This is an optimization exercise on Yosys and OpenROAD, whose aim is small area, not a production implementation.
Function was checked by simulation only, so behaviour that the tests miss may differ from the original.
Power and IR drop assume default switching activity.

--- design/flow/design.v ---
`timescale 1ns / 1ns
module alu_top(clk, a, b, s, result, zero);
input clk;
input [15:0] a, b;
input [3:0] s;
output reg [15:0] result;
output reg zero;
reg [15:0] a_q, b_q;
reg [3:0] s_q;
wire [15:0] alu_result;
wire alu_zero;
always @(posedge clk) begin
    a_q <= a;
    b_q <= b;
    s_q <= s;
    result <= alu_result;
    zero <= alu_zero;
end
alu u_alu(.a(a_q), .b(b_q), .s(s_q), .result(alu_result), .zero_detection(alu_zero));
endmodule

`timescale 1ns / 1ns
module three_to_one_mux(d0,d1,d2,s,y);
input [15:0] d0, d1, d2;
input [1:0] s;
output [15:0] y;
reg [15:0] y;
always@(d0 or d1 or d2 or s)
begin
case(s)
      2'b00  : y = d0;
      2'b01  : y = d1;
      2'b10  : y = d2;
      default : y = d0; 
endcase
end
endmodule
module rotate_right(n, value, result);
	input [15:0] n, value;
	output reg [15:0] result;
	reg [15:0] temp, temp2;
	always@(*)
	begin
		temp = 16'd0;
		temp2 = 16'd0;
		case(n[3:0])
			0:
				begin
				result = value;
				end
			1:
				begin
				temp = { {15 - 1 + 1{1'b0}}, value[1 - 1: 0] };
				temp2 = value >> 1;
				result = {temp[1 - 1: 0] , temp2[15 - 1: 0]};
				end
			2:
				begin
				temp = { {15 - 2 + 1{1'b0}}, value[2 - 1: 0] };
				temp2 = value >> 2;
				result = {temp[2 - 1: 0] , temp2[15 - 2: 0]};
				end
			3:
				begin
				temp = { {15 - 3 + 1{1'b0}}, value[3 - 1: 0] };
				temp2 = value >> 3;
				result = {temp[3 - 1: 0] , temp2[15 - 3: 0]};
				end
			4:
				begin
				temp = { {15 - 4 + 1{1'b0}}, value[4 - 1: 0] };
				temp2 = value >> 4;
				result = {temp[4 - 1: 0] , temp2[15 - 4: 0]};
				end
			5:
				begin
				temp = { {15 - 5 + 1{1'b0}}, value[5 - 1: 0] };
				temp2 = value >> 5;
				result = {temp[5 - 1: 0] , temp2[15 - 5: 0]};
				end
			6:
				begin
				temp = { {15 - 6 + 1{1'b0}}, value[6 - 1: 0] };
				temp2 = value >> 6;
				result = {temp[6 - 1: 0] , temp2[15 - 6: 0]};
				end
			7:
				begin
				temp = { {15 - 7 + 1{1'b0}}, value[7 - 1: 0] };
				temp2 = value >> 7;
				result = {temp[7 - 1: 0] , temp2[15 - 7: 0]};
				end
			8:
				begin
				temp = { {15 - 8 + 1{1'b0}}, value[8 - 1: 0] };
				temp2 = value >> 8;
				result = {temp[8 - 1: 0] , temp2[15 - 8: 0]};
				end
			9:
				begin
				temp = { {15 - 9 + 1{1'b0}}, value[9 - 1: 0] };
				temp2 = value >> 9;
				result = {temp[9 - 1: 0] , temp2[15 - 9: 0]};
				end
			10:
				begin
				temp = { {15 - 10 + 1{1'b0}}, value[10 - 1: 0] };
				temp2 = value >> 10;
				result = {temp[10 - 1: 0] , temp2[15 - 10: 0]};
				end
			11:
				begin
				temp = { {15 - 11 + 1{1'b0}}, value[11 - 1: 0] };
				temp2 = value >> 11;
				result = {temp[11 - 1: 0] , temp2[15 - 11: 0]};
				end
			12:
				begin
				temp = { {15 - 12 + 1{1'b0}}, value[12 - 1: 0] };
				temp2 = value >> 12;
				result = {temp[12 - 1: 0] , temp2[15 - 12: 0]};
				end
			13:
				begin
				temp = { {15 - 13 + 1{1'b0}}, value[13 - 1: 0] };
				temp2 = value >> 13;
				result = {temp[13 - 1: 0] , temp2[15 - 13: 0]};
				end
			14:
				begin
				temp = { {15 - 14 + 1{1'b0}}, value[14 - 1: 0] };
				temp2 = value >> 14;
				result = {temp[14 - 1: 0] , temp2[15 - 14: 0]};
				end
			15:
				begin
				temp = { {15 - 15 + 1{1'b0}}, value[15 - 1: 0] };
				temp2 = value >> 15;
				result = {temp[15 - 1: 0] , temp2[15 - 15: 0]};
				end
		endcase
	end
endmodule
module rotate_left(n, value, result);
	input [15:0] n, value;
	output reg [15:0] result;
	reg [15:0] temp, temp2;
	always@(*)
	begin
		temp = 16'd0;
		temp2 = 16'd0;
		case(n[3:0])
			0:
				begin
				result = value;
				end
			1:
				begin
				temp = { {15 - 1 + 1{1'b0}}, value[15:15 - 1 + 1] };
				temp2 = value << 1;
				result = {temp2[15:1] , temp[1 - 1:0]};
				end
			2:
				begin
				temp = { {15 - 2 + 1{1'b0}}, value[15:15 - 2 + 1] };
				temp2 = value << 2;
				result = {temp2[15:2] , temp[2 - 1:0]};
				end
			3:
				begin
				temp = { {15 - 3 + 1{1'b0}}, value[15:15 - 3 + 1] };
				temp2 = value << 3;
				result = {temp2[15:3] , temp[3 - 1:0]};
				end
			4:
				begin
				temp = { {15 - 4 + 1{1'b0}}, value[15:15 - 4 + 1] };
				temp2 = value << 4;
				result = {temp2[15:4] , temp[4 - 1:0]};
				end
			5:
				begin
				temp = { {15 - 5 + 1{1'b0}}, value[15:15 - 5 + 1] };
				temp2 = value << 5;
				result = {temp2[15:5] , temp[5 - 1:0]};
				end
			6:
				begin
				temp = { {15 - 6 + 1{1'b0}}, value[15:15 - 6 + 1] };
				temp2 = value << 6;
				result = {temp2[15:6] , temp[6 - 1:0]};
				end
			7:
				begin
				temp = { {15 - 7 + 1{1'b0}}, value[15:15 - 7 + 1] };
				temp2 = value << 7;
				result = {temp2[15:7] , temp[7 - 1:0]};
				end
			8:
				begin
				temp = { {15 - 8 + 1{1'b0}}, value[15:15 - 8 + 1] };
				temp2 = value << 8;
				result = {temp2[15:8] , temp[8 - 1:0]};
				end
			9:
				begin
				temp = { {15 - 9 + 1{1'b0}}, value[15:15 - 9 + 1] };
				temp2 = value << 9;
				result = {temp2[15:9] , temp[9 - 1:0]};
				end
			10:
				begin
				temp = { {15 - 10 + 1{1'b0}}, value[15:15 - 10 + 1] };
				temp2 = value << 10;
				result = {temp2[15:10] , temp[10 - 1:0]};
				end
			11:
				begin
				temp = { {15 - 11 + 1{1'b0}}, value[15:15 - 11 + 1] };
				temp2 = value << 11;
				result = {temp2[15:11] , temp[11 - 1:0]};
				end
			12:
				begin
				temp = { {15 - 12 + 1{1'b0}}, value[15:15 - 12 + 1] };
				temp2 = value << 12;
				result = {temp2[15:12] , temp[12 - 1:0]};
				end
			13:
				begin
				temp = { {15 - 13 + 1{1'b0}}, value[15:15 - 13 + 1] };
				temp2 = value << 13;
				result = {temp2[15:13] , temp[13 - 1:0]};
				end
			14:
				begin
				temp = { {15 - 14 + 1{1'b0}}, value[15:15 - 14 + 1] };
				temp2 = value << 14;
				result = {temp2[15:14] , temp[14 - 1:0]};
				end
			15:
				begin
				temp = { {15 - 15 + 1{1'b0}}, value[15:15 - 15 + 1] };
				temp2 = value << 15;
				result = {temp2[15:15] , temp[15 - 1:0]};
				end
		endcase
	end
endmodule
`timescale 1ns / 1ns
module alu(a, b, s, result, zero_detection);
  input [15:0] a, b;
  input [3:0] s;
  output [15:0] result;
  output zero_detection;
  wire c_shr   = s[3] & ~s[2] & s[1] & s[0];           
  wire c_andor = s[3] & s[2] & ~s[1];                  
  wire c_arith = s[3] & (s[2] ~^ s[1]);                
  wire c_cmp   = s[3] & ~s[2] & ~s[1];                 
  wire b_small = (b[15:4] == 12'd0);
  wire keep    = s[3] ? (s[2] | s[1] & b_small) : (s[2:0] == 3'b001);
  wire [15:0] a_rev = {a[0], a[1], a[2], a[3], a[4], a[5], a[6], a[7],
                       a[8], a[9], a[10], a[11], a[12], a[13], a[14], a[15]};
  wire rev, nrev;
  alu_and3b u_rev(.a(s[1]), .b(s[0]), .cn(s[2]), .y(rev));
  alu_nand3b u_nrev(.a(s[1]), .b(s[0]), .cn(s[2]), .y(nrev));
  wire [15:0] xn;
  genvar gi, gj;
  generate
    for (gi = 0; gi < 16; gi = gi + 1) begin : g_x
      alu_aoi22 u_x(.a1(a[gi]), .a2(nrev), .b1(a_rev[gi]), .b2(rev), .y(xn[gi]));
    end
  endgenerate
  wire ysel_b = ~s[3];
  wire [3:0] dlo = {4{s[3] & ~s[2] & s[1]}} & (4'd1 << b[1:0]);
  wire [3:0] dhi = 4'd1 << b[3:2];
  wire y_one = s[3] & (s[2] ~^ s[1]);
  wire [15:0] yn;
  alu_aoi221 u_y0(.a1(ysel_b), .a2(b[0]), .b1(dlo[0]), .b2(dhi[0]), .c(y_one), .y(yn[0]));
  generate
    for (gi = 1; gi < 16; gi = gi + 1) begin : g_y
      alu_aoi22 u_y(.a1(ysel_b), .a2(b[gi]), .b1(dlo[gi%4]), .b2(dhi[gi/4]), .y(yn[gi]));
    end
  endgenerate
  wire inv = ~s[2] | (s[1] & ~s[0]);
  wire k_e = c_arith | (c_andor & ~s[0]);
  wire [15:0] en;
  generate
    for (gi = 0; gi < 16; gi = gi + 1) begin : g_e
      wire ea_n, eb_n;
      alu_nand2 u_ea(.a(a[gi]), .b(c_andor), .y(ea_n));
      alu_xnor u_eb(.a(b[gi]), .b(inv), .y(eb_n));
      alu_maj3 u_e(.a(ea_n), .b(eb_n), .c(~k_e), .y(en[gi]));
    end
  endgenerate
  wire [15:0] e = ~en;
  wire cin = c_arith & ~s[0];
  wire t15 = c_cmp & s[0];
  wire [255:0] pp;
  generate
    for (gi = 0; gi < 16; gi = gi + 1) begin : g_pp_i
      for (gj = 0; gj < 16 - gi; gj = gj + 1) begin : g_pp_j
        if (gj == 1) begin : g_e
          alu_oai21 u_pp(.a1(xn[gi]), .a2(yn[gj]), .b(en[gi+1]), .y(pp[gi*16+gj]));
        end else begin : g_p
          alu_nor2 u_pp(.a(xn[gi]), .b(yn[gj]), .y(pp[gi*16+gj]));
        end
      end
    end
  endgenerate
  wire fs0, fc1;
  alu_fa u_fs0(.a(cin), .b(e[0]), .c(pp[0]), .s(fs0), .co(fc1));
  wire fs2, fc3;
  alu_fa u_fs2(.a(pp[16]), .b(pp[1]), .c(fc1), .s(fs2), .co(fc3));
  wire hs4, hc5;
  alu_ha u_hs4(.a(pp[17]), .b(pp[2]), .s(hs4), .co(hc5));
  wire fs6, fc7;
  alu_fa u_fs6(.a(pp[32]), .b(hs4), .c(fc3), .s(fs6), .co(fc7));
  wire hs8, hc9;
  alu_ha u_hs8(.a(pp[18]), .b(pp[33]), .s(hs8), .co(hc9));
  wire fs10, fc11;
  alu_fa u_fs10(.a(pp[3]), .b(pp[48]), .c(hc5), .s(fs10), .co(fc11));
  wire fs12, fc13;
  alu_fa u_fs12(.a(hs8), .b(fs10), .c(fc7), .s(fs12), .co(fc13));
  wire hs14, hc15;
  alu_ha u_hs14(.a(pp[19]), .b(pp[34]), .s(hs14), .co(hc15));
  wire fs16, fc17;
  alu_fa u_fs16(.a(pp[49]), .b(pp[4]), .c(pp[64]), .s(fs16), .co(fc17));
  wire fs18, fc19;
  alu_fa u_fs18(.a(hc9), .b(hs14), .c(fs16), .s(fs18), .co(fc19));
  wire fs20, fc21;
  alu_fa u_fs20(.a(fc11), .b(fs18), .c(fc13), .s(fs20), .co(fc21));
  wire hs22, hc23;
  alu_ha u_hs22(.a(pp[20]), .b(pp[35]), .s(hs22), .co(hc23));
  wire fs24, fc25;
  alu_fa u_fs24(.a(pp[50]), .b(pp[5]), .c(pp[65]), .s(fs24), .co(fc25));
  wire fs26, fc27;
  alu_fa u_fs26(.a(pp[80]), .b(hc15), .c(hs22), .s(fs26), .co(fc27));
  wire fs28, fc29;
  alu_fa u_fs28(.a(fc17), .b(fs24), .c(fs26), .s(fs28), .co(fc29));
  wire fs30, fc31;
  alu_fa u_fs30(.a(fc19), .b(fs28), .c(fc21), .s(fs30), .co(fc31));
  wire hs32, hc33;
  alu_ha u_hs32(.a(pp[21]), .b(pp[36]), .s(hs32), .co(hc33));
  wire fs34, fc35;
  alu_fa u_fs34(.a(pp[51]), .b(pp[66]), .c(pp[6]), .s(fs34), .co(fc35));
  wire fs36, fc37;
  alu_fa u_fs36(.a(pp[81]), .b(pp[96]), .c(hc23), .s(fs36), .co(fc37));
  wire fs38, fc39;
  alu_fa u_fs38(.a(hs32), .b(fc25), .c(fs34), .s(fs38), .co(fc39));
  wire fs40, fc41;
  alu_fa u_fs40(.a(fs36), .b(fc27), .c(fs38), .s(fs40), .co(fc41));
  wire fs42, fc43;
  alu_fa u_fs42(.a(fc29), .b(fs40), .c(fc31), .s(fs42), .co(fc43));
  wire hs44, hc45;
  alu_ha u_hs44(.a(pp[112]), .b(pp[22]), .s(hs44), .co(hc45));
  wire fs46, fc47;
  alu_fa u_fs46(.a(pp[37]), .b(pp[52]), .c(pp[67]), .s(fs46), .co(fc47));
  wire fs48, fc49;
  alu_fa u_fs48(.a(pp[7]), .b(pp[82]), .c(pp[97]), .s(fs48), .co(fc49));
  wire fs50, fc51;
  alu_fa u_fs50(.a(hc33), .b(hs44), .c(fc35), .s(fs50), .co(fc51));
  wire fs52, fc53;
  alu_fa u_fs52(.a(fs46), .b(fs48), .c(fc37), .s(fs52), .co(fc53));
  wire fs54, fc55;
  alu_fa u_fs54(.a(fc39), .b(fs50), .c(fs52), .s(fs54), .co(fc55));
  wire fs56, fc57;
  alu_fa u_fs56(.a(fc41), .b(fs54), .c(fc43), .s(fs56), .co(fc57));
  wire hs58, hc59;
  alu_ha u_hs58(.a(pp[113]), .b(pp[128]), .s(hs58), .co(hc59));
  wire fs60, fc61;
  alu_fa u_fs60(.a(pp[23]), .b(pp[38]), .c(pp[53]), .s(fs60), .co(fc61));
  wire fs62, fc63;
  alu_fa u_fs62(.a(pp[68]), .b(pp[83]), .c(pp[8]), .s(fs62), .co(fc63));
  wire fs64, fc65;
  alu_fa u_fs64(.a(pp[98]), .b(hc45), .c(hs58), .s(fs64), .co(fc65));
  wire fs66, fc67;
  alu_fa u_fs66(.a(fc47), .b(fc49), .c(fs60), .s(fs66), .co(fc67));
  wire fs68, fc69;
  alu_fa u_fs68(.a(fs62), .b(fs64), .c(fc51), .s(fs68), .co(fc69));
  wire fs70, fc71;
  alu_fa u_fs70(.a(fs66), .b(fc53), .c(fs68), .s(fs70), .co(fc71));
  wire fs72, fc73;
  alu_fa u_fs72(.a(fc55), .b(fs70), .c(fc57), .s(fs72), .co(fc73));
  wire hs74, hc75;
  alu_ha u_hs74(.a(pp[114]), .b(pp[129]), .s(hs74), .co(hc75));
  wire fs76, fc77;
  alu_fa u_fs76(.a(pp[144]), .b(pp[24]), .c(pp[39]), .s(fs76), .co(fc77));
  wire fs78, fc79;
  alu_fa u_fs78(.a(pp[54]), .b(pp[69]), .c(pp[84]), .s(fs78), .co(fc79));
  wire fs80, fc81;
  alu_fa u_fs80(.a(pp[99]), .b(pp[9]), .c(hc59), .s(fs80), .co(fc81));
  wire fs82, fc83;
  alu_fa u_fs82(.a(hs74), .b(fc61), .c(fc63), .s(fs82), .co(fc83));
  wire fs84, fc85;
  alu_fa u_fs84(.a(fs76), .b(fs78), .c(fs80), .s(fs84), .co(fc85));
  wire fs86, fc87;
  alu_fa u_fs86(.a(fc65), .b(fc67), .c(fs82), .s(fs86), .co(fc87));
  wire fs88, fc89;
  alu_fa u_fs88(.a(fs84), .b(fc69), .c(fs86), .s(fs88), .co(fc89));
  wire fs90, fc91;
  alu_fa u_fs90(.a(fc71), .b(fs88), .c(fc73), .s(fs90), .co(fc91));
  wire fs92, fc93;
  alu_fa u_fs92(.a(pp[100]), .b(pp[10]), .c(pp[115]), .s(fs92), .co(fc93));
  wire fs94, fc95;
  alu_fa u_fs94(.a(pp[130]), .b(pp[145]), .c(pp[160]), .s(fs94), .co(fc95));
  wire fs96, fc97;
  alu_fa u_fs96(.a(pp[25]), .b(pp[40]), .c(pp[55]), .s(fs96), .co(fc97));
  wire fs98, fc99;
  alu_fa u_fs98(.a(pp[70]), .b(pp[85]), .c(hc75), .s(fs98), .co(fc99));
  wire fs100, fc101;
  alu_fa u_fs100(.a(fc77), .b(fc79), .c(fs92), .s(fs100), .co(fc101));
  wire fs102, fc103;
  alu_fa u_fs102(.a(fs94), .b(fs96), .c(fc81), .s(fs102), .co(fc103));
  wire fs104, fc105;
  alu_fa u_fs104(.a(fs98), .b(fc83), .c(fs100), .s(fs104), .co(fc105));
  wire fs106, fc107;
  alu_fa u_fs106(.a(fc85), .b(fs102), .c(fc87), .s(fs106), .co(fc107));
  wire fs108, fc109;
  alu_fa u_fs108(.a(fs104), .b(fc89), .c(fs106), .s(fs108), .co(fc109));
  wire fs110, fc111;
  alu_fa u_fs110(.a(pp[101]), .b(pp[116]), .c(pp[11]), .s(fs110), .co(fc111));
  wire fs112, fc113;
  alu_fa u_fs112(.a(pp[131]), .b(pp[146]), .c(pp[161]), .s(fs112), .co(fc113));
  wire fs114, fc115;
  alu_fa u_fs114(.a(pp[176]), .b(pp[26]), .c(pp[41]), .s(fs114), .co(fc115));
  wire fs116, fc117;
  alu_fa u_fs116(.a(pp[56]), .b(pp[71]), .c(pp[86]), .s(fs116), .co(fc117));
  wire fs118, fc119;
  alu_fa u_fs118(.a(fc93), .b(fc95), .c(fc97), .s(fs118), .co(fc119));
  wire fs120, fc121;
  alu_fa u_fs120(.a(fs110), .b(fs112), .c(fs114), .s(fs120), .co(fc121));
  wire fs122, fc123;
  alu_fa u_fs122(.a(fs116), .b(fc99), .c(fc101), .s(fs122), .co(fc123));
  wire fs124, fc125;
  alu_fa u_fs124(.a(fs118), .b(fc103), .c(fs120), .s(fs124), .co(fc125));
  wire fs126, fc127;
  alu_fa u_fs126(.a(fc105), .b(fs122), .c(fs124), .s(fs126), .co(fc127));
  wire fs128, fc129;
  alu_fa u_fs128(.a(fc107), .b(fs126), .c(fc109), .s(fs128), .co(fc129));
  wire fs130, fc131;
  alu_fa u_fs130(.a(pp[102]), .b(pp[117]), .c(pp[12]), .s(fs130), .co(fc131));
  wire fs132, fc133;
  alu_fa u_fs132(.a(pp[132]), .b(pp[147]), .c(pp[162]), .s(fs132), .co(fc133));
  wire fs134, fc135;
  alu_fa u_fs134(.a(pp[177]), .b(pp[192]), .c(pp[27]), .s(fs134), .co(fc135));
  wire fs136, fc137;
  alu_fa u_fs136(.a(pp[42]), .b(pp[57]), .c(pp[72]), .s(fs136), .co(fc137));
  wire fs138, fc139;
  alu_fa u_fs138(.a(pp[87]), .b(fc111), .c(fc113), .s(fs138), .co(fc139));
  wire fs140, fc141;
  alu_fa u_fs140(.a(fc115), .b(fc117), .c(fs130), .s(fs140), .co(fc141));
  wire fs142, fc143;
  alu_fa u_fs142(.a(fs132), .b(fs134), .c(fs136), .s(fs142), .co(fc143));
  wire fs144, fc145;
  alu_fa u_fs144(.a(fc119), .b(fc121), .c(fs138), .s(fs144), .co(fc145));
  wire fs146, fc147;
  alu_fa u_fs146(.a(fs140), .b(fs142), .c(fc123), .s(fs146), .co(fc147));
  wire fs148, fc149;
  alu_fa u_fs148(.a(fc125), .b(fs144), .c(fs146), .s(fs148), .co(fc149));
  wire fs150, fc151;
  alu_fa u_fs150(.a(fc127), .b(fs148), .c(fc129), .s(fs150), .co(fc151));
  wire fs152, fc153;
  alu_fa u_fs152(.a(pp[103]), .b(pp[118]), .c(pp[133]), .s(fs152), .co(fc153));
  wire fs154, fc155;
  alu_fa u_fs154(.a(pp[13]), .b(pp[148]), .c(pp[163]), .s(fs154), .co(fc155));
  wire fs156, fc157;
  alu_fa u_fs156(.a(pp[178]), .b(pp[193]), .c(pp[208]), .s(fs156), .co(fc157));
  wire fs158, fc159;
  alu_fa u_fs158(.a(pp[28]), .b(pp[43]), .c(pp[58]), .s(fs158), .co(fc159));
  wire fs160, fc161;
  alu_fa u_fs160(.a(pp[73]), .b(pp[88]), .c(fc131), .s(fs160), .co(fc161));
  wire fs162, fc163;
  alu_fa u_fs162(.a(fc133), .b(fc135), .c(fc137), .s(fs162), .co(fc163));
  wire fs164, fc165;
  alu_fa u_fs164(.a(fs152), .b(fs154), .c(fs156), .s(fs164), .co(fc165));
  wire fs166, fc167;
  alu_fa u_fs166(.a(fs158), .b(fc139), .c(fc141), .s(fs166), .co(fc167));
  wire fs168, fc169;
  alu_fa u_fs168(.a(fs160), .b(fc143), .c(fs162), .s(fs168), .co(fc169));
  wire fs170, fc171;
  alu_fa u_fs170(.a(fs164), .b(fc145), .c(fs166), .s(fs170), .co(fc171));
  wire fs172, fc173;
  alu_fa u_fs172(.a(fs168), .b(fc147), .c(fs170), .s(fs172), .co(fc173));
  wire fs174, fc175;
  alu_fa u_fs174(.a(fc149), .b(fs172), .c(fc151), .s(fs174), .co(fc175));
  wire fs176, fc177;
  alu_fa u_fs176(.a(pp[104]), .b(pp[119]), .c(pp[134]), .s(fs176), .co(fc177));
  wire fs178, fc179;
  alu_fa u_fs178(.a(pp[149]), .b(pp[14]), .c(pp[164]), .s(fs178), .co(fc179));
  wire fs180, fc181;
  alu_fa u_fs180(.a(pp[179]), .b(pp[194]), .c(pp[209]), .s(fs180), .co(fc181));
  wire fs182, fc183;
  alu_fa u_fs182(.a(pp[224]), .b(pp[29]), .c(pp[44]), .s(fs182), .co(fc183));
  wire fs184, fc185;
  alu_fa u_fs184(.a(pp[59]), .b(pp[74]), .c(pp[89]), .s(fs184), .co(fc185));
  wire fs186, fc187;
  alu_fa u_fs186(.a(fc153), .b(fc155), .c(fc157), .s(fs186), .co(fc187));
  wire fs188, fc189;
  alu_fa u_fs188(.a(fc159), .b(fs176), .c(fs178), .s(fs188), .co(fc189));
  wire fs190, fc191;
  alu_fa u_fs190(.a(fs180), .b(fs182), .c(fs184), .s(fs190), .co(fc191));
  wire fs192, fc193;
  alu_fa u_fs192(.a(fc161), .b(fc163), .c(fc165), .s(fs192), .co(fc193));
  wire fs194, fc195;
  alu_fa u_fs194(.a(fs186), .b(fs188), .c(fs190), .s(fs194), .co(fc195));
  wire fs196, fc197;
  alu_fa u_fs196(.a(fc167), .b(fc169), .c(fs192), .s(fs196), .co(fc197));
  wire fs198, fc199;
  alu_fa u_fs198(.a(fs194), .b(fc171), .c(fs196), .s(fs198), .co(fc199));
  wire fs200, fc201;
  alu_fa u_fs200(.a(fc173), .b(fs198), .c(fc175), .s(fs200), .co(fc201));
  wire xs202;
  alu_xor u_xs202(.a(t15), .b(pp[105]), .y(xs202));
  wire xs203;
  alu_xor u_xs203(.a(pp[120]), .b(pp[135]), .y(xs203));
  wire xs204;
  alu_xor u_xs204(.a(pp[150]), .b(pp[15]), .y(xs204));
  wire xs205;
  alu_xor u_xs205(.a(pp[165]), .b(pp[180]), .y(xs205));
  wire xs206;
  alu_xor u_xs206(.a(pp[195]), .b(pp[210]), .y(xs206));
  wire xs207;
  alu_xor u_xs207(.a(pp[225]), .b(pp[240]), .y(xs207));
  wire xs208;
  alu_xor u_xs208(.a(pp[30]), .b(pp[45]), .y(xs208));
  wire xs209;
  alu_xor u_xs209(.a(pp[60]), .b(pp[75]), .y(xs209));
  wire xs210;
  alu_xor u_xs210(.a(pp[90]), .b(xs202), .y(xs210));
  wire xs211;
  alu_xor u_xs211(.a(xs203), .b(xs204), .y(xs211));
  wire xs212;
  alu_xor u_xs212(.a(xs205), .b(xs206), .y(xs212));
  wire xs213;
  alu_xor u_xs213(.a(xs207), .b(xs208), .y(xs213));
  wire xs214;
  alu_xor u_xs214(.a(xs209), .b(xs210), .y(xs214));
  wire xs215;
  alu_xor u_xs215(.a(xs211), .b(xs212), .y(xs215));
  wire xs216;
  alu_xor u_xs216(.a(xs213), .b(fc177), .y(xs216));
  wire xs217;
  alu_xor u_xs217(.a(fc179), .b(fc181), .y(xs217));
  wire xs218;
  alu_xor u_xs218(.a(fc183), .b(fc185), .y(xs218));
  wire xs219;
  alu_xor u_xs219(.a(xs214), .b(xs215), .y(xs219));
  wire xs220;
  alu_xor u_xs220(.a(xs216), .b(xs217), .y(xs220));
  wire xs221;
  alu_xor u_xs221(.a(xs218), .b(xs219), .y(xs221));
  wire xs222;
  alu_xor u_xs222(.a(xs220), .b(fc187), .y(xs222));
  wire xs223;
  alu_xor u_xs223(.a(fc189), .b(fc191), .y(xs223));
  wire xs224;
  alu_xor u_xs224(.a(xs221), .b(xs222), .y(xs224));
  wire xs225;
  alu_xor u_xs225(.a(xs223), .b(xs224), .y(xs225));
  wire xs226;
  alu_xor u_xs226(.a(fc193), .b(fc195), .y(xs226));
  wire xs227;
  alu_xor u_xs227(.a(xs225), .b(xs226), .y(xs227));
  wire xs228;
  alu_xor u_xs228(.a(fc197), .b(xs227), .y(xs228));
  wire xs229;
  alu_xor u_xs229(.a(xs228), .b(fc199), .y(xs229));
  wire xs230;
  alu_xor u_xs230(.a(xs229), .b(fc201), .y(xs230));
  wire ix231;
  alu_xor u_ix231(.a(fs108), .b(fc91), .y(ix231));
  wire in232, ix233;
  alu_nand2 u_in232(.a(fs108), .b(fc91), .y(in232));
  alu_xnor u_ix233(.a(fs128), .b(in232), .y(ix233));
  wire ia234;
  alu_and2 u_ia234(.a(fs108), .b(fs128), .y(ia234));
  wire in235, ix236;
  alu_nand2 u_in235(.a(ia234), .b(fc91), .y(in235));
  alu_xnor u_ix236(.a(fs150), .b(in235), .y(ix236));
  wire ia237;
  alu_and2 u_ia237(.a(ia234), .b(fs150), .y(ia237));
  wire in238, ix239;
  alu_nand2 u_in238(.a(ia237), .b(fc91), .y(in238));
  alu_xnor u_ix239(.a(fs174), .b(in238), .y(ix239));
  wire ia240;
  alu_and2 u_ia240(.a(ia237), .b(fs174), .y(ia240));
  wire in241, ix242;
  alu_nand2 u_in241(.a(ia240), .b(fc91), .y(in241));
  alu_xnor u_ix242(.a(fs200), .b(in241), .y(ix242));
  wire ia243;
  alu_and2 u_ia243(.a(ia240), .b(fs200), .y(ia243));
  wire in244, ix245;
  alu_nand2 u_in244(.a(ia243), .b(fc91), .y(in244));
  alu_xnor u_ix245(.a(xs230), .b(in244), .y(ix245));
  wire ina246;
  alu_nand2 u_ina246(.a(ia243), .b(xs230), .y(ina246));
  wire [15:0] p = {ix245, ix242, ix239, ix236, ix233, ix231, fs90, fs72, fs56, fs42, fs30, fs20, fs12, fs6, fs2, fs0};
  wire blk_or = fs108 | fs128 | fs150 | fs174 | fs200 | xs230;
  wire blk_nand = ina246;
  wire late = fc91;
  wire top_ne = a[15] ^ b[15];
  wire cmp_top = a[15] ^ ~s[0];
  wire keep_p = keep & ~c_cmp;
  wire sel_p = keep_p & ~c_shr;
  wire sel_r = keep_p & c_shr;
  wire sel_c = c_cmp & ~top_ne;                        
  wire one_c = c_cmp & top_ne & cmp_top;               
  alu_ao221 u_r0(.a1(p[0]), .a2(sel_p), .b1(p[15]), .b2(sel_r | sel_c), .c(one_c), .y(result[0]));
  generate
    for (gi = 1; gi < 16; gi = gi + 1) begin : g_r
      alu_ao22 u_r(.a1(p[gi]), .a2(sel_p), .b1(p[15-gi]), .b2(sel_r), .y(result[gi]));
    end
  endgenerate
  wire hi_or;
  alu_mux2 u_hi(.a(blk_or), .b(blk_nand), .s(late), .y(hi_or));
  wire hi_or9;
  alu_or2 u_hi9(.a(hi_or), .b(p[9]), .y(hi_or9));
  wire lo_or = keep_p & (p[8:0] != 9'd0) | one_c;
  alu_aoi221 u_z(.a1(keep_p), .a2(hi_or9), .b1(sel_c), .b2(p[15]), .c(lo_or), .y(zero_detection));
endmodule
module alu_fa(a, b, c, s, co);
  input a, b, c;
  output s, co;
  assign s = a ^ b ^ c;
  assign co = (a & b) | (a & c) | (b & c);
endmodule
module alu_ha(a, b, s, co);
  input a, b;
  output s, co;
  assign s = a ^ b;
  assign co = a & b;
endmodule
module alu_xor(a, b, y);
  input a, b;
  output y;
  assign y = a ^ b;
endmodule
module alu_xnor(a, b, y);
  input a, b;
  output y;
  assign y = ~(a ^ b);
endmodule
module alu_nand2(a, b, y);
  input a, b;
  output y;
  assign y = ~(a & b);
endmodule
module alu_and2(a, b, y);
  input a, b;
  output y;
  assign y = a & b;
endmodule
module alu_nor2(a, b, y);
  input a, b;
  output y;
  assign y = ~(a | b);
endmodule
module alu_oai21(a1, a2, b, y);
  input a1, a2, b;
  output y;
  assign y = ~((a1 | a2) & b);
endmodule
module alu_aoi22(a1, a2, b1, b2, y);
  input a1, a2, b1, b2;
  output y;
  assign y = ~((a1 & a2) | (b1 & b2));
endmodule
module alu_maj3(a, b, c, y);
  input a, b, c;
  output y;
  assign y = (a & b) | (a & c) | (b & c);
endmodule
module alu_or2(a, b, y);
  input a, b;
  output y;
  assign y = a | b;
endmodule
module alu_mux2(a, b, s, y);
  input a, b, s;
  output y;
  assign y = s ? b : a;
endmodule
module alu_mux2i(a, b, s, y);
  input a, b, s;
  output y;
  assign y = ~(s ? b : a);
endmodule
module alu_nand3b(a, b, cn, y);
  input a, b, cn;
  output y;
  assign y = ~(a & b & ~cn);
endmodule
module alu_and3b(a, b, cn, y);
  input a, b, cn;
  output y;
  assign y = a & b & ~cn;
endmodule
module alu_ao22(a1, a2, b1, b2, y);
  input a1, a2, b1, b2;
  output y;
  assign y = (a1 & a2) | (b1 & b2);
endmodule
module alu_ao221(a1, a2, b1, b2, c, y);
  input a1, a2, b1, b2, c;
  output y;
  assign y = (a1 & a2) | (b1 & b2) | c;
endmodule
module alu_aoi221(a1, a2, b1, b2, c, y);
  input a1, a2, b1, b2, c;
  output y;
  assign y = ~((a1 & a2) | (b1 & b2) | c);
endmodule
--- design/flow/flow/run.sh ---
#!/bin/bash
# The standard layout (standard.sh: the standard synthesis, then ORFS to
# finish) with these ORFS options: the smallest buffer, sky130_fd_sc_hd__buf_1,
# on every port; the buffers Yosys/ABC put in removed before placement (ORFS
# re-buffers where slew, capacitance or timing need it); ABC sizing its gates
# for a light load (ABC_LOAD_IN_FF=1); ORFS's power recovery (downsizing gates
# off the critical paths) after global routing; and clock tree synthesis with
# ORFS's default arguments plus -dont_use_dummy_load.
# Between synthesis and floorplan, flow/downsize.tcl puts every gate at its
# smallest drive strength; ORFS's repair steps size up what needs it.
set -euo pipefail
ARGS=("BUFFER_PORTS_ARGS=-buffer_cell sky130_fd_sc_hd__buf_1" REMOVE_ABC_BUFFERS=1 RECOVER_POWER=100 ABC_LOAD_IN_FF=1 "CTS_ARGS=-sink_clustering_enable -repair_clock_nets -dont_use_dummy_load")
bash standard.sh "${ARGS[@]}" synth > orfs_make_synth.log 2>&1
R=orfs/results/$FLOW_PLATFORM/alu_top/base
LIB_FILE=$FLOW_HOME/platforms/$FLOW_PLATFORM/lib/sky130_fd_sc_hd__tt_025C_1v80.lib SYNTH_ODB=$R/1_synth.odb \
  openroad -no_init -exit flow/downsize.tcl > downsize.log 2>&1
bash standard.sh "${ARGS[@]}" finish > orfs_make.log 2>&1
--- design/flow/flow/downsize.tcl ---
# Puts every gate of the synthesized netlist at its smallest drive strength
# (the same cell type, so the same function and footprint), leaving it to the
# ORFS repair steps that follow to size up or buffer where slew, capacitance
# or timing need it. Registers keep their type (only their drive may change).
read_liberty $::env(LIB_FILE)
read_db $::env(SYNTH_ODB)
set db [ord::get_db]
set block [ord::get_db_block]
set n 0
foreach inst [$block getInsts] {
  set m [[$inst getMaster] getName]
  if {![regexp {^(sky130_fd_sc_hd__[a-z0-9]+)_([0-9]+)$} $m -> base size]} { continue }
  set best $m
  set best_area [expr {[[$inst getMaster] getWidth] * [[$inst getMaster] getHeight]}]
  foreach s {0 1 2} {
    set cand ${base}_$s
    if {$cand eq $m} { continue }
    set cm [$db findMaster $cand]
    if {$cm eq "NULL"} { continue }
    set a [expr {[$cm getWidth] * [$cm getHeight]}]
    if {$a < $best_area} { set best $cand; set best_area $a }
  }
  if {$best ne $m} {
    replace_cell [$inst getName] $best
    incr n
  }
}
puts "downsize: replaced $n cells"
write_db $::env(SYNTH_ODB)
--- design/flow/standard.sh ---
#!/bin/bash
# synth_recipe.tcl (not shown) runs the flow's synth.tcl, then flattens the netlist and writes it again
# the make line also repeats each setting of config.mk as NAME=value (left out here)
make -C /OpenROAD-flow-scripts/flow DESIGN_CONFIG=/design/flow/config.mk WORK_HOME=/design/flow/orfs CLKGATE_MAP_FILE= SYNTH_SCRIPT=/design/flow/synth_recipe.tcl "${@:-finish}"
--- design/flow/config.mk ---
export PLATFORM = sky130hd
export DESIGN_NAME = alu_top
export DESIGN_NICKNAME = alu_top
export VERILOG_FILES = /design/flow/design.v
export SDC_FILE = /design/flow/constraint.sdc
export NUM_CORES = 4
export LEC_CHECK = 0
export CAP_MARGIN = 10
export CORE_MARGIN = 2
export CORE_UTILIZATION = 65
export GPL_TIMING_DRIVEN = 0
export PLACE_DENSITY = 0.75
export SLEW_MARGIN = 10
export SYNTH_HIERARCHICAL = 1
export SYNTH_MINIMUM_KEEP_SIZE = 0
--- design/flow/constraint.sdc ---
create_clock -name core_clock -period 8.0 [get_ports {clk}]
set_input_delay 1.6000 -clock core_clock [delete_from_list [all_inputs] [get_ports {clk}]]
set_output_delay 1.6000 -clock core_clock [all_outputs]
set_load 0.01 [all_outputs]
==> summary.txt, run 1 <==
Synth Cell Area=4960 µm²; Hold Buf Count CTS=0; Routed WL=12.71 mm; root buffer cell=clkbuf_8; DIE AREA=8345 µm²; Die X=91.35 µm; area of the core=7331 µm²; WL/cell=19.56 µm; sw power=669.1 µW; Fillers=546; Post-synth EDFFs=0; first-pass GRT wire length=21.30 mm; commonest cells after routing, fill and taps aside=129 x nor2_1, 93 x fa_1, 53 x dfxtp_1, 53 x buf_1, 31 x xor2_1; largest net degree at the start of global routing=19; Seq pwr share=22.4%; Sw Ratio=47.06%; WP data arrival=7.86 ns; Final Net Count=691; detailed-placement wirelength estimate=10.12 mm; Synth cell types=34; Yosys warning count=7; min-delay worst type=flip-flop to flip-flop; Yosys Chip Area=4994 µm²; Max-Cap Viols=0; crit-path max FO=16; clk slew on worst S/H paths=0.09 ns; RSZ-0062 raised after global routing=no; initial antenna violation count=0; Int Pwr=752.6 µW; type of origin of the critical path=flip-flop; DRT Pass-1 Iters=5; fin crit period=7.664 ns; Syn-to-layout area delta=9.864%; H-tree depth=2; vias per cell=6.086; proportion of layout cells with a drive suffix above 1=3.448%; CP max-delay cell=nand3b_1; Initial Util=67.66%; DRC viols=0; CTS Buffer Depth=2; delay of the slowest critical-path stage=0.65 ns; hold slack final=0.8927 ns; RePlAce Congestion=0.9412; gr usage total=33.30%; setup TNS=0 ns; VDD IR-drop max=195.1 µV; grt ovf=0; prevailing post-synth register cell=dfxtp_1; critical setup path kind=flip-flop to flip-flop; crit-path cells=nand3b_1 > a22oi_1 > clkbuf_1 > buf_4 > nor2_1 > fa_1 > fa_1 > fa_1 > fa_1 > fa_1 > fa_1 > fa_1 > fa_1 > fa_1 > xor2_1 > nor4_1 > nand2_1 > mux2_1 > or2_0 > a221oi_1; CTS sink count=53; Final ANT Viol Nets=0; Clk network pwr share=9.2%; height of the chip=91.35 µm; Placed Area=5341 µm²; flop2flop setup slack=0.34 ns; setup violators final=0; Ports=54; IO buf count=53; CTS tree=yes; Async SR Flop Fraction=0%; Final period util=95.80%; drt initial violations=364; Most Crowded Layer GR=met2; Final Hold Viols=0; met3 Resource Use GR=4.730%; # rows=31; #FFs+latches synth=53; worst endpoint required time=8.19 ns; # diodes=0; Avg Inst Size Synth=10.23 µm²; status=no timing/DRC/antenna violations; Final Cell Area=5449 µm²; Worst setup EP type=flip-flop; power consumption=1422 µW; Post-CTS Repair Setup Buffers=0; worst-margin pin slew=1.308 ns; Fmax=130.5 MHz; combinational share of power=68.4%; most used cell, CP=fa_1; Syn Inst Count=485; commonest non-fill, non-tap cell in the layout=nor2_1; vias in the first global route=4106; met2 Use GR=54.51%; leakage=0.002352 µW; Clock Latency Late Sink=0.30 ns; sequential element share of the synthesized area=21.25%; CTS Buf Count=5; GR Util met1=46.49%; Power Density=260.9 nW/µm²; Slew Limit Fails=0; Worst slew margin=12.82%; Layout Skew=0.01766 ns; DR vias=3956
[per-layer routing]
layer | vias up | share of wire (%) | wire, µm
li1 | 1766 | - | -
met1 | 1889 | 40 | 5035
met2 | 263 | 49 | 6230
met3 | 38 | 8.5 | 1087
met4 | 0 | 2.8 | 360
met5 | - | 0 | 0
[cell type report]
| class | count | area, µm² | area share [%] |
|---|---|---|---|
| Multi-Input combinational cell | 428 | 3914 | 71.83 |
| Sequential cell | 53 | 1061 | 19.47 |
| Timing Repair Buffer | 62 | 270.3 | 4.960 |
| Tap cell | 99 | 123.9 | 2.273 |
| Clock buffer | 5 | 68.82 | 1.263 |
| Inverter | 3 | 11.26 | 0.2067 |
[through the flow]
step                util (%)  worst slack (ns)  std cells
CTS                    73.80            0.2193        647
floorplan                  -            0.4337        484
finish                 74.33            0.3360        650
global route           74.33          0.001336        650
global placement       72.01           -0.4561        636
detailed placement     72.86            0.2788        642
[Yosys stat by module, one instance, submodules excluded, a selection]
| module | cell area (µm²) | cells | copies in the design |
|---|---|---|---|
| alu_aoi221 | 8.758 | 1 | 2 |
| alu_xnor | 8.758 | 1 | 21 |
| alu_oai21 | 5.005 | 1 | 15 |
| alu_and3b | 8.758 | 1 | 1 |
| alu_or2 | 6.256 | 1 | 1 |
| alu_aoi22 | 7.507 | 1 | 31 |
| alu_xor | 8.758 | 1 | 30 |
| alu_fa | 20.02 | 1 | 93 |
[power by group through the flow]
stage | Clock [µW] | Combinational (µW) | Sequential (µW)
floorplan | 0 | 674 | 334
global placement | 0 | 931 | 323
detailed placement | 0 | 971 | 324
CTS | 134 | 977 | 318
global route | 146 | 1080 | 322
finish | 130 | 973 | 319
[worst max-delay path: cells and delay by family, from the launching register on]
| family | cells | cell delay, ns |
|---|---|---|
| buf+inv | 2 | 0.77 |
| flops | 1 | 0.54 |
| xor+xnor | 1 | 0.22 |
| simple gates | 5 | 1.24 |
| compound gates | 2 | 0.65 |
| fa+ha+maj | 9 | 3.80 |
| mux | 1 | 0.31 |
[final timing paths]
| check | start | endpoint | depth (start not counted) |
|---|---|---|---|
| worst max-delay path | s_q[1] | zero | 20 |
| worst min-delay path | s_q[0] | result[0] | 2 |
| worst max register to register | s_q[1] | zero | 20 |
| worst min register to register | s_q[0] | result[0] | 2 |
[cells in the mapped netlist (3+ instances only)]
cell type / count / area [µm²]
dfxtp_1: 53 / 1061
ha_1: 8 / 100.1
a22o_1: 15 / 131.4
nor4_1: 7 / 43.79
a22oi_1: 31 / 232.7
xnor2_1: 21 / 183.9
inv_1: 3 / 11.26
and2_0: 5 / 31.28
nor2b_1: 4 / 25.02
fa_1: 93 / 1862
nor3_1: 3 / 15.01
nor2_1: 129 / 484.2
nand2_1: 28 / 105.1
o21ai_1: 15 / 75.07
xor2_1: 31 / 271.5
maj3_2: 16 / 180.2
[flip-flops by register name, indices dropped and copies added (netlist names)]
signal / count
zero: 1
s_q: 4
a_q: 16
b_q: 16
result: 16
[cell families after synthesis]
group / after synthesis / synth area share, %
adder cells (fa/ha/maj): 117 / 42.90
flip-flops: 53 / 21.25
buffers and inverters: 4 / 0.4510
AO/OA/AOI/OAI: 70 / 10.30
AND/OR/NAND/NOR: 187 / 15.56
multiplexers: 2 / 0.4260
XOR/XNOR: 52 / 9.121
[what timing repair did]
item	CTS	global route
endpoints found under the setup margin	0	1
gates resized for setup	0	4
hold endpoints to repair	0	0
==> run 2: changes to the inputs <==
--- a/design/flow/config.mk
+++ b/design/flow/config.mk
@@ -7,3 +7,3 @@
 export LEC_CHECK = 0
-export CAP_MARGIN = 10
+export CAP_MARGIN = 5
 export CORE_MARGIN = 2
@@ -12,3 +12,3 @@
 export PLACE_DENSITY = 0.75
-export SLEW_MARGIN = 10
+export SLEW_MARGIN = 5
 export SYNTH_HIERARCHICAL = 1
==> run 2 against run 1 <==
  * Largest cell class unchanged
  * Count of clock-buffer cells in the layout did not move
  * Final cell count decreased by 0.62%
  * Sequential share of layout area barely moved
  * Combinational power hardly changed
  * Still clean
  * Design area shrank 0.11%
  * Clock skew is 0.0079 ns lower
==> summary.txt, run 2 <==
CP max-delay cell=a22oi_1; # diodes=0 (unchanged); Power Density=260.9 nW/µm² (about the same); Max-Cap Viols=0 (unchanged); Final Hold Viols=0 (unchanged); Initial Util=67.66% (unchanged); top post-synthesis cells by count=129 x nor2_1, 93 x fa_1, 53 x dfxtp_1; hold slack final=0.8920 ns (-0.0007060 ns); cell taking the most area after synthesis=fa_1; gr usage total=32.87% (-0.43 points); Post-CTS Repair Setup Buffers=0 (unchanged); Worst slew margin=12.19% (-0.64 points); leakage=0.002339 µW (-0.57%); instance count on the critical path=20 (unchanged); Routed WL=12.77 mm (+0.45%); hold path endpoint=result[0]; WP data arrival=7.79 ns (-0.07 ns); setup TNS=0 ns (unchanged); DRC viols=0 (unchanged); Synth Cell Area=4960 µm² (unchanged); Syn Inst Count=485 (unchanged); Clock Latency Late Sink=0.29 ns (about the same); worst endpoint required time=8.19 ns (about the same); CTS Buf Count=5 (unchanged); CTS tree=yes; Clk network pwr share=9.3% (about the same); crit-path cells=nand2b_1 > nor2_1 > and3_1 > a22oi_1 > nor2_1 > fa_1 > fa_1 > fa_1 > fa_1 > fa_1 > fa_1 > fa_1 > fa_1 > fa_1 > xor2_1 > nor4_1 > nand2_1 > mux2_1 > or2_0 > a221oi_1; largest net degree at the start of global routing=19 (unchanged); CTS sink count=53 (unchanged); fin crit period=7.600 ns (-0.06423 ns); RePlAce Congestion=0.9412 (unchanged); Ports=54 (unchanged); R2R depth=20 (unchanged); post-cts sizing count=0 (unchanged); WL/cell=19.77 µm (+1.1%); post-layout util=74.24% (-0.085 points); Fmax=131.6 MHz (+0.85%); proportion of layout cells with a drive suffix above 1=3.656% (+0.21 points); critical setup path kind=flip-flop to flip-flop; hold wc startpoint=s_q[0]; vias in the first global route=4091 (-0.37%); Yosys warning count=7 (unchanged); Avg Inst Size Synth=10.23 µm² (unchanged); DIE AREA=8345 µm² (unchanged); area of the core=7331 µm² (unchanged); #FFs+latches synth=53 (unchanged); setup violators final=0 (unchanged); prevailing post-synth register cell=dfxtp_1; DRT Pass-1 Iters=5 (unchanged); Final Net Count=687 (-0.58%); # rows=31 (unchanged); IO buf count=53 (unchanged); initial antenna violation count=0 (unchanged); Synth top area share=37.28% (unchanged); final std cells w/o fill=646 (-0.62%); clk slew on worst S/H paths=0.08 ns (about the same); first-pass GRT wire length=21.00 mm (-1.4%); sw power=668.4 µW (-0.11%); delay of the slowest critical-path stage=0.98 ns (+0.33 ns); vias per cell=6.155 (+1.1%); DR vias=3976 (+0.51%); Async SR Flop Fraction=0% (unchanged); Final period util=95.00% (-0.80 points); Bufs and invs on worst path=0 (-2); worst-margin pin slew=1.317 ns (+0.009542 ns); Hold Buf Count CTS=0 (unchanged); drt initial violations=475 (+30%); CTS Buffer Depth=2 (unchanged); top post-synthesis cells by area=fa_1 37%, dfxtp_1 21%, nor2_1 9.7%, xor2_1 5.4%, a22oi_1 4.7%; detailed-placement wirelength estimate=10.04 mm (-0.74%); Min-Delay Path Depth=2 (unchanged); CP top delay family=adder cells; grt ovf=0 (unchanged); status=no timing/DRC/antenna violations; flop2flop setup slack=0.40 ns (+0.06 ns); Syn-to-layout area delta=9.738%; capturing point of the worst reg2reg path=zero; min-delay worst type=flip-flop to flip-flop; RSZ-0062 raised after global routing=no; Post-synth EDFFs=0 (unchanged); Int Pwr=751.7 µW (-0.11%); Sw Ratio=47.06% (about the same); Yosys Chip Area=4994 µm² (unchanged); Top Registers=a_q (16), b_q (16), result (16); Synth cell types=34 (unchanged); worst reg2reg path startpoint=s_q[2]; combinational share of power=68.3% (about the same); Seq pwr share=22.4% (about the same); Layout Skew=0.009787 ns (-0.007877 ns); sequential element share of the synthesized area=21.25% (unchanged); Worst setup EP type=flip-flop; root buffer cell=clkbuf_8; placed cells=641 (-0.16%); Die X=91.35 µm (unchanged); most frequent cell after synthesis=nor2_1; height of the chip=91.35 µm (unchanged); most used cell, CP=fa_1; Slew Limit Fails=0 (unchanged); VDD IR-drop max=171.9 µV (-12%); crit-path max FO=13 (-3); commonest non-fill, non-tap cell in the layout=nor2_1; type of origin of the critical path=flip-flop; H-tree depth=2 (unchanged); commonest cells after routing, fill and taps aside=129 x nor2_1, 93 x fa_1, 53 x dfxtp_1, 53 x buf_1, 31 x xor2_1; Final ANT Viol Nets=0 (unchanged)
run 2: modules after synthesis (local to each module, per instance), a selection:
module | times used | area, µm² | flops+latches
alu_top | 1 | 1061 | 53
alu | 1 | 281.5 | 0
alu_fa | 93 | 20.02 | 0
alu_maj3 | 16 | 11.26 | 0
alu_mux2 | 1 | 11.26 | 0
alu_ao221 | 1 | 10.01 | 0
alu_aoi221 | 2 | 8.758 | 0
alu_or2 | 1 | 6.256 | 0
run 2: logic make-up after synthesis:
logic type / synth area share (%)
buffers and inverters: 0.4510
AOI/OAI and AO/OA: 10.30
DFF: 21.25
adders and majority gates: 42.90
muxes: 0.4260
and+or+nand+nor: 15.56
xor gates and xnor gates: 9.121
run 2: area by class of cell:
| type | instances | area (µm²) |
|---|---|---|
| clock buffer | 5 | 68.82 |
| inverter | 3 | 11.26 |
| multi-input combinational | 428 | 3934 |
| timing repair buffer | 58 | 244.0 |
| fill | 531 | 1888 |
| tap | 99 | 123.9 |
| sequential | 53 | 1061 |
run 2: power groups by stage:
stage / sequential [µW] / clock (µW) / combinational, µW
2_1_floorplan: 334 / 0 / 674
3_3_place_gp: 323 / 0 / 931
3_5_place_dp: 324 / 0 / 970
4_1_cts: 318 / 135 / 976
5_1_grt: 322 / 146 / 1070
6_report: 319 / 132 / 970
run 2: worst max-delay path by stage:
stage                     startpoint  endpoint  slack [ns]
after floorplan               s_q[1]      zero        0.43
after global placement        s_q[1]      zero       -0.46
after detailed placement      s_q[0]      zero        0.28
after CTS                     s_q[1]      zero        0.24
after global routing          s_q[2]      zero        0.02
final                         s_q[2]      zero        0.40
run 2: per-stage QoR:
step | area (µm²) | total power [µW] | worst slack [ns]
finish | 5443 | 1420 | 0.4003
global route | 5443 | 1538 | 0.02470
CTS | 5403 | 1428 | 0.2444
detailed placement | 5334 | 1294 | 0.2761
global placement | 5279 | 1254 | -0.4561
floorplan | 4956 | 1008 | 0.4337
run 2: metal layers:
metal,share of wire (%),vias to the layer above,wire length [µm],GRT usage (%)
met5,0,-,0,0
met4,3.1,0,399,11.87
met3,7.9,41,1004,4.647
met2,49,244,6251,53.70
met1,40,1931,5115,45.20
li1,-,1760,-,-
run 2: worst reg2reg max path: cells and delay by family, from the launching register on:
family | cells | cell delay (ns)
and+or+nand+nor | 7 | 1.41
DFF | 1 | 0.49
xor gates and xnor gates | 1 | 0.22
muxes | 1 | 0.31
AOI/OAI and AO/OA | 2 | 1.26
adders and majority gates | 9 | 3.81
==> run 3: changes to the inputs <==
--- a/design/flow/config.mk
+++ b/design/flow/config.mk
@@ -9,5 +9,5 @@
 export CORE_MARGIN = 2
-export CORE_UTILIZATION = 65
+export CORE_UTILIZATION = 72
 export GPL_TIMING_DRIVEN = 0
-export PLACE_DENSITY = 0.75
+export PLACE_DENSITY = 0.82
 export SLEW_MARGIN = 5
==> run 3 against run 2 <==
  * Clock power rose by 6%
  * Sequential share of layout area barely moved
  * Critical path depth fell by 3
  * Final cell count fell by 2.3%
  * First-iteration DRC count rose by 8.6%
  * Fmax fell by 2.0%
  * Clock skew rose by 0.014 ns
  * Hold slack got worse by 0.013 ns
  * Sequential power barely moved
  * Count of clock-buffer cells in the layout did not move
  * Highest routed layer unchanged
  * Still clean
  * Worst setup slack got worse by 0.16 ns
  * Wire length fell by 0.86%
==> summary.txt, run 3 <==
status=no timing/DRC/antenna violations; DRT Pass-1 Iters=7 (+2); combinational share of power=67.5% (-0.8 points); #FFs+latches synth=53 (unchanged); # rows=30 (-3.2%); CP top delay family=adder cells; worst-margin pin slew=1.362 ns (+0.04495 ns); delay of the slowest critical-path stage=1.21 ns (+0.23 ns); most used cell, CP=fa_1; Hold Buf Count CTS=0 (unchanged); prevailing post-synth register cell=dfxtp_1; Syn Inst Count=485 (unchanged); area of the core=6719 µm² (-8.3%); Post-synth EDFFs=0 (unchanged); Yosys warning count=7 (unchanged); hold wc startpoint=s_q[3]; Layout Skew=0.02372 ns (+0.01393 ns); type of origin of the critical path=flip-flop; fin crit period=7.757 ns (+0.1574 ns); Final Net Count=691 (+0.58%); final std cells w/o fill=631 (-2.3%); Bufs and invs on worst path=0 (unchanged); RSZ-0062 raised after global routing=no; # diodes=0 (unchanged); proportion of layout cells with a drive suffix above 1=3.085% (-0.57 points); DRC viols=0 (unchanged); H-tree depth=2 (unchanged); Fmax=128.9 MHz (-2.0%); Seq pwr share=22.6% (+0.2 points); VDD IR-drop max=243.5 µV (+42%); top post-synthesis cells by area=fa_1 37%, dfxtp_1 21%, nor2_1 9.7%, xor2_1 5.4%, a22oi_1 4.7%; crit-path max FO=16 (+3); Synth top area share=37.28% (unchanged); sequential element share of the synthesized area=21.25% (unchanged); drt initial violations=516 (+8.6%); crit-path cells=nand3b_1 > a22oi_1 > nor2_1 > fa_1 > fa_1 > fa_1 > fa_1 > fa_1 > fa_1 > fa_1 > fa_1 > fa_1 > xor2_1 > nand2_1 > mux2_1 > or2_0 > a221oi_1; leakage=0.002360 µW (+0.92%); Post-CTS Repair Setup Buffers=0 (unchanged); WP data arrival=7.97 ns (+0.18 ns); placed cells=623 (-2.8%); Routed WL=12.66 mm (-0.86%); WL/cell=20.06 µm (+1.5%); Top Registers=a_q (16), b_q (16), result (16); Ports=54 (unchanged); Syn-to-layout area delta=9.460%; gr usage total=36.75% (+3.9 points); Clk network pwr share=9.9% (+0.6 points); CTS sink count=53 (unchanged); largest net degree at the start of global routing=19 (unchanged); top post-synthesis cells by count=129 x nor2_1, 93 x fa_1, 53 x dfxtp_1; Sw Ratio=46.71% (-0.36 points); detailed-placement wirelength estimate=9.741 mm (-3.0%); CP max-delay cell=a22oi_1; Worst setup EP type=flip-flop; Initial Util=73.82% (+6.2 points); grt ovf=0 (unchanged); Async SR Flop Fraction=0% (unchanged); Final Hold Viols=0 (unchanged); vias in the first global route=4205 (+2.8%); commonest cells after routing, fill and taps aside=129 x nor2_1, 93 x fa_1, 53 x dfxtp_1, 53 x buf_1, 31 x xor2_1; crit path from=s_q[0]; setup violators final=0 (unchanged); post-cts sizing count=0 (unchanged); power consumption=1412 µW (-0.55%); Avg Inst Size Synth=10.23 µm² (unchanged); height of the chip=87.00 µm (-4.8%); Int Pwr=752.7 µW (+0.13%); Clock Latency Late Sink=0.31 ns (+0.02 ns); RePlAce Congestion=0.9497 (+0.90%); CTS Buf Count=5 (unchanged); DR vias=4104 (+3.2%); Max-Cap Viols=0 (unchanged); worst reg2reg path startpoint=s_q[0]; commonest non-fill, non-tap cell in the layout=nor2_1; post-layout util=80.80% (+6.6 points); initial antenna violation count=0 (unchanged); root buffer cell=clkbuf_8; Yosys Chip Area=4994 µm² (unchanged); sw power=659.6 µW (-1.3%); worst endpoint required time=8.22 ns (+0.03 ns); IO buf count=53 (unchanged); Final period util=96.96% (+2.0 points); Power Density=260.1 nW/µm² (-0.30%); CTS tree=yes; min-delay worst type=flip-flop to flip-flop; Synth Cell Area=4960 µm² (unchanged); cell taking the most area after synthesis=fa_1; critical setup path kind=flip-flop to flip-flop; first-pass GRT wire length=20.90 mm (-0.46%); Die X=87.00 µm (-4.8%); most frequent cell after synthesis=nor2_1; Worst slew margin=9.190% (-3.0 points); Final ANT Viol Nets=0 (unchanged); CTS Buffer Depth=2 (unchanged); clk slew on worst S/H paths=0.09 ns (about the same); Slew Limit Fails=0 (unchanged); vias per cell=6.504 (+5.7%); DIE AREA=7568 µm² (-9.3%); Synth cell types=34 (unchanged)
==> run 3: final timing paths <==
path,end,slack (ns),depth (start not counted)
setup / recovery,zero,0.24,17
hold / removal,zero,0.88,3
setup reg to reg,zero,0.24,17
hold reg to reg,zero,0.88,3
==> run 3: cell families after synthesis <==
family,after synthesis,synth area share (%)
AO/OA/AOI/OAI,70,10.30
XOR/XNOR,52,9.121
multiplexers,2,0.4260
adder cells (fa/ha/maj),117,42.90
AND/OR/NAND/NOR,187,15.56
buffers and inverters,4,0.4510
flip-flops,53,21.25
==> run 3: metrics by stage <==
step / cell area (µm²) / TNS [ns] / hold slack (ns) / setup WS, ns
after floorplan: 4956 / 0 / 0.7184 / 0.4337
after global placement: 5255 / -0.6919 / 0.7975 / -0.4157
after detailed placement: 5329 / 0 / 0.8514 / 0.2198
after CTS: 5398 / 0 / 0.8628 / 0.1737
after global routing: 5429 / 0 / 0.9453 / 0.04128
final: 5429 / 0 / 0.8788 / 0.2429
==> run 3: layer usage <==
layer	track usage, %	vias to the layer above	routed length, µm
met5	0	-	0
met4	15.77	0	639
met3	8.815	73	1366
met2	61.28	298	6162
met1	45.83	1962	4492
li1	-	1771	-
==> run 3: power by group through the flow <==
| stage | clock, µW | combinational [µW] | sequential (µW) |
|---|---|---|---|
| global route | 154 | 1040 | 324 |
| CTS | 144 | 943 | 318 |
| floorplan | 0 | 674 | 334 |
| finish | 140 | 953 | 319 |
| global placement | 0 | 904 | 324 |
| detailed placement | 0 | 942 | 325 |
==> run 3: final cells by class <==
class	count	area [µm²]
Sequential cell	53	1061
Multi-Input combinational cell	428	3899
Tap cell	80	100.1
Timing Repair Buffer	62	289.0
Inverter	3	11.26
Fill cell	426	1290
Clock buffer	5	68.82
==> run 3: worst reg2reg max path: stages (launching register included) <==
cell	delay, ns
dfxtp_1	0.54
nand3b_1	0.60
a22oi_1	1.21
nor2_1	0.16
fa_1	0.48
fa_1	0.44
fa_1	0.48
fa_1	0.40
fa_1	0.41
fa_1	0.38
fa_1	0.40
fa_1	0.40
fa_1	0.38
xor2_1	0.40
nand2_1	0.11
mux2_1	0.32
or2_0	0.27
a221oi_1	0.28
==> run 3: modules after synthesis (local to each module, per instance), a selection <==
module	cells inside	copies in the design	cell area, µm²	flip-flops and latches
alu_xnor	1	21	8.758	0
alu_nand3b	1	1	7.507	0
alu_ha	1	8	12.51	0
alu_and3b	1	1	8.758	0
alu_aoi22	1	31	7.507	0
alu_or2	1	1	6.256	0
alu_aoi221	1	2	8.758	0
alu_ao22	1	15	8.758	0
alu	49	1	281.5	0
alu_ao221	1	1	10.01	0
alu_xor	1	30	8.758	0
alu_fa	1	93	20.02	0
alu_maj3	1	16	11.26	0
alu_oai21	1	15	5.005	0
alu_mux2	1	1	11.26	0
==> run 4: changes to the inputs <==
--- a/design/flow/design.v
+++ b/design/flow/design.v
@@ -595,8 +595,3 @@
   alu_xnor u_ix245(.a(xs230), .b(in244), .y(ix245));
-  wire ina246;
-  alu_nand2 u_ina246(.a(ia243), .b(xs230), .y(ina246));
   wire [15:0] p = {ix245, ix242, ix239, ix236, ix233, ix231, fs90, fs72, fs56, fs42, fs30, fs20, fs12, fs6, fs2, fs0};
-  wire blk_or = fs108 | fs128 | fs150 | fs174 | fs200 | xs230;
-  wire blk_nand = ina246;
-  wire late = fc91;
   wire top_ne = a[15] ^ b[15];
@@ -614,6 +609,3 @@
   endgenerate
-  wire hi_or;
-  alu_mux2 u_hi(.a(blk_or), .b(blk_nand), .s(late), .y(hi_or));
-  wire hi_or9;
-  alu_or2 u_hi9(.a(hi_or), .b(p[9]), .y(hi_or9));
+  wire hi_or9 = (p[15:9] != 7'd0);
   wire lo_or = keep_p & (p[8:0] != 9'd0) | one_c;
--- a/design/flow/config.mk
+++ b/design/flow/config.mk
@@ -9,5 +9,5 @@
 export CORE_MARGIN = 2
-export CORE_UTILIZATION = 72
+export CORE_UTILIZATION = 65
 export GPL_TIMING_DRIVEN = 0
-export PLACE_DENSITY = 0.82
+export PLACE_DENSITY = 0.75
 export SLEW_MARGIN = 5
==> run 4 against run 3 <==
  * Non-clock buffer count down 2
  * Final cell count up 2.2%
  * Die area up 9.8%
  * Via count down 3.8%
  * Global-route usage down 4.8 points
  * Register-to-register slack better by 0.08 ns
  * Fmax up 1.1%
  * Worst setup slack better by 0.082 ns
  * Total power down 0.40%
  * Count of clock-buffer cells in the layout unchanged
  * Utilization down 6.5 points
  * Critical endpoint unchanged
==> summary.txt, run 4 <==
Final ANT Viol Nets=0 (unchanged); Post-synth EDFFs=0 (unchanged); crit-path cells=nand3b_1 > a22oi_1 > buf_6 > nor2_1 > fa_1 > fa_1 > fa_1 > fa_1 > fa_1 > fa_1 > fa_1 > fa_1 > fa_1 > and2_0 > nand2_1 > xnor2_1 > nor4_1 > nand2_1 > a221oi_1; IO buf count=53 (unchanged); largest family of logic cells by synthesized area=adder cells; adder-cell share of the synthesized area=43.07% (+0.17 points); CTS sink count=53 (unchanged); first-pass GRT wire length=20.69 mm (-0.99%); RSZ-0062 raised after global routing=no; CTS Buf Count=5 (unchanged); Seq pwr share=22.6% (about the same); drt initial violations=377 (-27%); leakage=0.002346 µW (-0.59%); sw power=662.0 µW (+0.36%); sequential element share of the synthesized area=21.33% (+0.086 points); Int Pwr=744.6 µW (-1.1%); Yosys warning count=7 (unchanged); VDD IR-drop max=173.0 µV (-29%); crit-path max FO=16 (unchanged); Async SR Flop Fraction=0% (unchanged); Max-Cap Viols=0 (unchanged); Syn Inst Count=482 (-0.62%); Avg Inst Size Synth=10.25 µm² (+0.22%); status=no timing/DRC/antenna violations; worst-margin pin slew=1.416 ns (+0.05372 ns); most frequent cell after synthesis=nor2_1; Initial Util=67.74% (-6.1 points); GR Util met1=44.94% (-0.88 points); Yosys Chip Area=4974 µm² (-0.40%); prevailing post-synth register cell=dfxtp_1; Final Net Count=686 (-0.72%); Bufs and invs on worst path=1 (+1); initial antenna violation count=0 (unchanged); Routed WL=12.24 mm (-3.3%); CP max-delay cell=a22oi_1; proportion of layout cells with a drive suffix above 1=2.930% (-0.15 points); XOR/XNOR share of the synthesized area=9.157% (+0.037 points); Layout Skew=0.01769 ns (-0.006029 ns); # rows=31 (+3.3%); Synth Cell Area=4940 µm² (-0.40%); CP top delay family=adder cells; Worst slew margin=5.609% (-3.6 points); Most Crowded Layer GR=met2; top post-synthesis cells by area=fa_1 37%, dfxtp_1 21%, nor2_1 9.7%, xor2_1 5.5%, a22oi_1 4.7%; CTS Buffer Depth=2 (unchanged); top post-synthesis cells by count=128 x nor2_1, 93 x fa_1, 53 x dfxtp_1; # diodes=0 (unchanged); met3 Resource Use GR=4.481% (-4.3 points); RePlAce Congestion=0.9318 (-1.9%); Synth top area share=37.43% (+0.15 points); Die X=91.18 µm (+4.8%); cell taking the most area after synthesis=fa_1; H-tree depth=2 (unchanged); #FFs+latches synth=53 (unchanged); Slew Limit Fails=0 (unchanged); Compound-Gate Fraction of Synth Area=10.34% (+0.041 points); DIE AREA=8313 µm² (+9.8%); Top Registers=a_q (16), b_q (16), result (16); CTS tree=yes; setup violators final=0 (unchanged); Worst setup EP type=flip-flop; power consumption=1407 µW (-0.40%); grt ovf=0 (unchanged); Power Density=259.6 nW/µm² (-0.22%); vias in the first global route=4041 (-3.9%); commonest non-fill, non-tap cell in the layout=nor2_1; most used cell, CP=fa_1; DRC viols=0 (unchanged); DR vias=3949 (-3.8%); critical setup path kind=flip-flop to flip-flop; WP data arrival=7.82 ns (-0.15 ns); vias per cell=6.122 (-5.9%); Final Hold Viols=0 (unchanged); area of the core=7292 µm² (+8.5%); detailed-placement wirelength estimate=9.597 mm (-1.5%); clk slew on worst S/H paths=0.09 ns (about the same); combinational share of power=68.1% (+0.6 points); Synth cell types=32 (-5.9%); DRT Pass-1 Iters=5 (-2); post-layout util=74.31% (-6.5 points); Clock Latency Late Sink=0.30 ns (about the same); commonest cells after routing, fill and taps aside=128 x nor2_1, 93 x fa_1, 53 x dfxtp_1, 53 x buf_1, 31 x xor2_1; min-delay worst type=flip-flop to flip-flop; type of origin of the critical path=flip-flop; root buffer cell=clkbuf_8; gr usage total=31.98% (-4.8 points); Fmax=130.3 MHz (+1.1%); Final period util=95.94% (-1.0 points); mux share of post-synthesis cell area=0.2013% (-0.22 points); Syn-to-layout area delta=9.701%; Sw Ratio=47.06% (+0.36 points); delay of the slowest critical-path stage=0.97 ns (-0.24 ns); met2 Use GR=52.22% (-9.1 points); worst endpoint required time=8.15 ns (-0.07 ns); fin crit period=7.675 ns (-0.08203 ns); largest net degree at the start of global routing=19 (unchanged); Ports=54 (unchanged); Clk network pwr share=9.3% (-0.6 points); Simple-Gate Fraction of Synth Area=15.45% (-0.11 points); height of the chip=91.18 µm (+4.8%); WL/cell=18.98 µm (-5.4%)
## run 4: cell types whose count changed after synthesis
cell / delta
or2_0: -1
nor3_1: +1
nor2_1: -1
nand2_1: -1
mux2_1: -1
## run 4: logic make-up after synthesis
logic type,Yosys count
and+or+nand+nor,185
adders and majority gates,117
AOI/OAI and AO/OA,70
DFF,53
xor gates and xnor gates,52
buffers and inverters,4
muxes,1
## run 4: path summary, 6_finish.rpt
path	end	start	depth (start not counted)	slack, ns
worst min-delay path	zero	s_q[3]	3	0.88
worst min register to register	zero	s_q[3]	3	0.88
worst max register to register	zero	s_q[0]	19	0.32
worst max-delay path	zero	s_q[0]	19	0.32
## run 4: stage by stage
step / std cells / TNS (ns) / hold WS [ns] / setup slack [ns] / area [µm²]
final: 645 / 0 / 0.8838 / 0.3249 / 5419
after global routing: 645 / 0 / 0.9212 / 0.02143 / 5419
after CTS: 643 / 0 / 0.8732 / 0.2200 / 5394
after detailed placement: 638 / 0 / 0.8579 / 0.2286 / 5325
after global placement: 633 / -0.8067 / 0.8098 / -0.3778 / 5259
after floorplan: 481 / 0 / 0.7184 / 0.6019 / 4936
## run 4: worst register-to-register path, cell delays in order (launching register included)
cell and delay (ns):
dfxtp_1 0.54, nand3b_1 0.64, a22oi_1 0.97, buf_6 0.24, nor2_1 0.07, fa_1 0.49, fa_1 0.54, fa_1 0.43
fa_1 0.41, fa_1 0.41, fa_1 0.40, fa_1 0.40, fa_1 0.39, fa_1 0.56, and2_0 0.14, nand2_1 0.07
xnor2_1 0.53, nor4_1 0.09, nand2_1 0.10, a221oi_1 0.08
## run 4: what timing repair did
item                       CTS  global route
buffers inserted             0             0
setup endpoints to repair    0             1
gates resized for setup      0             2
hold buffers                 0             0
## run 4: layer usage
layer / vias up / wire length [µm]
met5: - / 0
li1: 1755 / -
met1: 1916 / 5020
met2: 242 / 5897
met3: 36 / 994
met4: 0 / 327
## run 4: per-module statistics from Yosys, one instance, submodules excluded, a selection
module | copies in the design | cells inside
alu | 1 | 49
alu_and3b | 1 | 1
alu_ao22 | 15 | 1
alu_ao221 | 1 | 1
alu_aoi22 | 31 | 1
alu_aoi221 | 2 | 1
alu_fa | 93 | 1
alu_ha | 8 | 1
alu_maj3 | 16 | 1
alu_nand2 | 21 | 1
alu_nand3b | 1 | 1
alu_oai21 | 15 | 1
alu_top | 1 | 53
alu_xnor | 21 | 1
alu_xor | 30 | 1
## run 4: layout make-up
type | count | area [µm²]
clock buffers | 5 | 68.82
fillers | 586 | 1873
inverters | 3 | 11.26
multi-input cells | 425 | 3884
flip-flops and latches | 53 | 1061
well taps | 99 | 123.9
repair buffers | 60 | 270.3
## run 4: power by group through the flow
stage               Combinational [µW]  Sequential [µW]  Clock (µW)
finish                             958              318         131
global route                      1050              321         146
CTS                                961              318         136
detailed placement                 956              324           0
global placement                   941              323           0
floorplan                          660              334           0

Check on run 4: ideal ports give 0.325 ns setup slack; a clkbuf_16 on the clock port and buf_2 on the inputs give 0.325 ns; moving port delays by the midpoint clock arrival (0.319 ns) as well gives 0.325 ns.
